What follows belongs to an exercise in optimizing a design on an open flow for small area and a short achievable clock period; a production flow would make more cautious choices. In this exercise RTL edits were held to simulation tests only and were not proved equivalent to the original. Power and IR drop assume default switching activity.

== build 71 ==
==> flow/design.v (excerpt) <==
module OE_Sort #(
    parameter BIT_WIDTH = 8,
    parameter N = 16
    )
(
    input clk,
    input rst,
    input in_valid,
    input [BIT_WIDTH*N-1:0] list,
    output out_valid,
    output [BIT_WIDTH*N-1:0] sorted_list
    );
For scale: ~6100 cells after synthesis, about 260 I/O pins, about 0.046 mm^2 of cells after synthesis.
Settings: LEC_CHECK=0, ABC_AREA=1, CAP_MARGIN=20, CORE_MARGIN=2, CORE_UTILIZATION=65, CTS_CLUSTER_DIAMETER=80, CTS_CLUSTER_SIZE=30, SETUP_SLACK_MARGIN=0.8, SLEW_MARGIN=20; clock period 2.5 ns.
standard.sh (not shown) runs the stock make flow with config.mk's settings and CLKGATE_MAP_FILE= SYNTH_SCRIPT=/design/flow/synth_recipe.tcl, a recipe that flattens the netlist after the stock synthesis.
==> flow/flow/run.sh <==
#!/bin/bash
# The standard layout (the standard.sh, ORFS from synthesis to finish), except that
# buffer_ports gives every input and output port a sky130_fd_sc_hd__buf_1 instead of the
# delay buffer (clkdlybuf4s50_1) it picks by default. Each ORFS step keeps its own log under
# orfs/logs/; make's full output goes to standard.log here.
set -euo pipefail
export BUFFER_PORTS_ARGS="-buffer_cell sky130_fd_sc_hd__buf_1"
bash standard.sh finish > standard.log 2>&1
### build 71 -> build 82
==> flow/run.sh (new file) <==
#!/bin/bash
# synth_recipe.tcl (not shown) runs the flow's synth.tcl, then flattens the netlist and writes it again
# the make line also repeats each setting of config.mk as NAME=value (left out here)
make -C /OpenROAD-flow-scripts/flow DESIGN_CONFIG=/design/flow/config.mk WORK_HOME=/design/flow/orfs CLKGATE_MAP_FILE= SYNTH_SCRIPT=/design/flow/synth_recipe.tcl finish
removed: flow/flow/run.sh
removed: flow/standard.sh
- Going from build 71 to build 82, the fraction of area in multi-input gates was found to have gone down by 0.88 points.
- Diff build 82..build 71 | area taken by flip-flops and latches | negligible
- Compare build 71 and build 82 | non-clock buffer total of the final layout higher: build 82
- Relative to build 71, the final cell area reported for build 82 is higher.
- Build 71 has lower static leakage than build 82.
- Share of the clock period used by the worst path delta for build 82 relative to build 71: 1.8 points higher
- Worst hold slack: build 82 > build 71
- From build 71 to build 82 the numbers moved as follows: post-route total power picked up an extra 1.1%; layout clock buffer count lost 4.
What build 92 does differently from build 82 at the input level:
==> flow/flow/run.sh (new file) <==
#!/bin/bash
# The standard layout (the standard.sh, ORFS from synthesis to finish), except that
# buffer_ports gives every input and output port a sky130_fd_sc_hd__buf_1 instead of the
# delay buffer (clkdlybuf4s50_1) it picks by default. Each ORFS step keeps its own log under
# orfs/logs/; make's full output goes to standard.log here.
set -euo pipefail
export BUFFER_PORTS_ARGS="-buffer_cell sky130_fd_sc_hd__buf_1"
bash standard.sh finish > standard.log 2>&1
==> flow/standard.sh (new file) <==
#!/bin/bash
# synth_recipe.tcl (not shown) runs the flow's synth.tcl, then flattens the netlist and writes it again
# the make line also repeats each setting of config.mk as NAME=value (left out here)
make -C /OpenROAD-flow-scripts/flow DESIGN_CONFIG=/design/flow/config.mk WORK_HOME=/design/flow/orfs CLKGATE_MAP_FILE= SYNTH_SCRIPT=/design/flow/synth_recipe.tcl "${@:-finish}"
--- a/flow/config.mk
+++ b/flow/config.mk
@@ -14 +14 @@
-export SETUP_SLACK_MARGIN = 0.8
+export SETUP_SLACK_MARGIN = 0.7
removed: flow/run.sh
--- outcome ---
- Compared with build 82, build 92 ends up with less cell area.
- Multi-input gate share of the layout cell area for build 92 is higher than for build 82.
- Looking at share of power burned in the clock network, build 92 sits 0.4 points above build 82.
- Comparing build 82 and build 92, the lower via count normalized by instance count was measured on build 92.
- Build 92 against build 82; routed length on met2 is down by a few percent.
- On cell count after placement, build 82 and build 92 are neck and neck.
- Side by side, register-to-register slack turned out lower in build 92 than in build 82.
- Transition time at the pin with the least slew margin: lower on build 82
- Lower power goes to build 92 over build 82.
- Summary — utilization, build 92 relative to build 82: lower, by 2.0 points.
- Re cell area after synthesis: no difference whatsoever between build 92 and build 82.
The following lists how build 63 was set up differently from build 92:
--- a/flow/config.mk
+++ b/flow/config.mk
@@ -14 +14 @@
-export SETUP_SLACK_MARGIN = 0.7
+export SETUP_SLACK_MARGIN = 1.0
Findings:
- On wire length on met2, the lower figure sits with build 92, not build 63.
- Build 63 contains more vias than build 92.
- Between build 63 and build 92, the transition time of the tightest slew-check pin does not differ in any meaningful way.
- Total of clock buffers placed in the layout: build 63 vs build 92 identical
- Of build 63 and build 92, the higher internal power belongs to build 63.
- Critical path buffer and inverter count (higher): build 92
- A critical path class of reg -> out is what build 63 shows, while reg -> reg belongs to build 92.
- Build 92 → build 63: post-synthesis to final-layout area growth increased 7.1 points; required time of the critical path decreased 1020 ps.

## port drivers added, routing unchanged
In the flow no input, the clock included, has a driving cell. The finished layouts below were timed again as built, in two steps. Step 1 sets driving cells, clkbuf_16 on the clock port and buf_2 on the other inputs (assumed; they add their load-dependent delay and slew). Step 2, shift: input delay + t, output delay - t, t = (earliest + latest rising clock arrival at the registers) / 2. This alone moves slack from input paths to output paths. Slacks: ideal / step 1 / step 2; pairs: ideal / step 1.
| run | shift t [ns] | setup slack, ns | worst hold slack (ns) | slew at the worst register clock pin (ns) | cell pins on the clock port's net |
|---|---|---|---|---|---|
| build 71 | 0.706 | 0.865 / 0.796 / 0.495 | 0.044 / 0.007 / 0.321 | 0.11 / 0.11 | 1 |
| build 82 | 0.699 | 0.820 / 0.770 / 0.280 | 0.330 / 0.330 / 0.330 | 0.11 / 0.11 | 1 |
| build 92 | 0.706 | 0.803 / 0.795 / 0.498 | 0.044 / 0.006 / 0.321 | 0.11 / 0.11 | 1 |
| build 63 | 0.710 | 0.885 / 0.814 / 0.490 | 0.042 / 0.003 / 0.315 | 0.11 / 0.11 | 1 |
After both steps setup and hold are still met in every run listed. The setup slack of build 82, which loses most, moves by -0.050 ns with the drivers and by -0.540 ns with both steps.
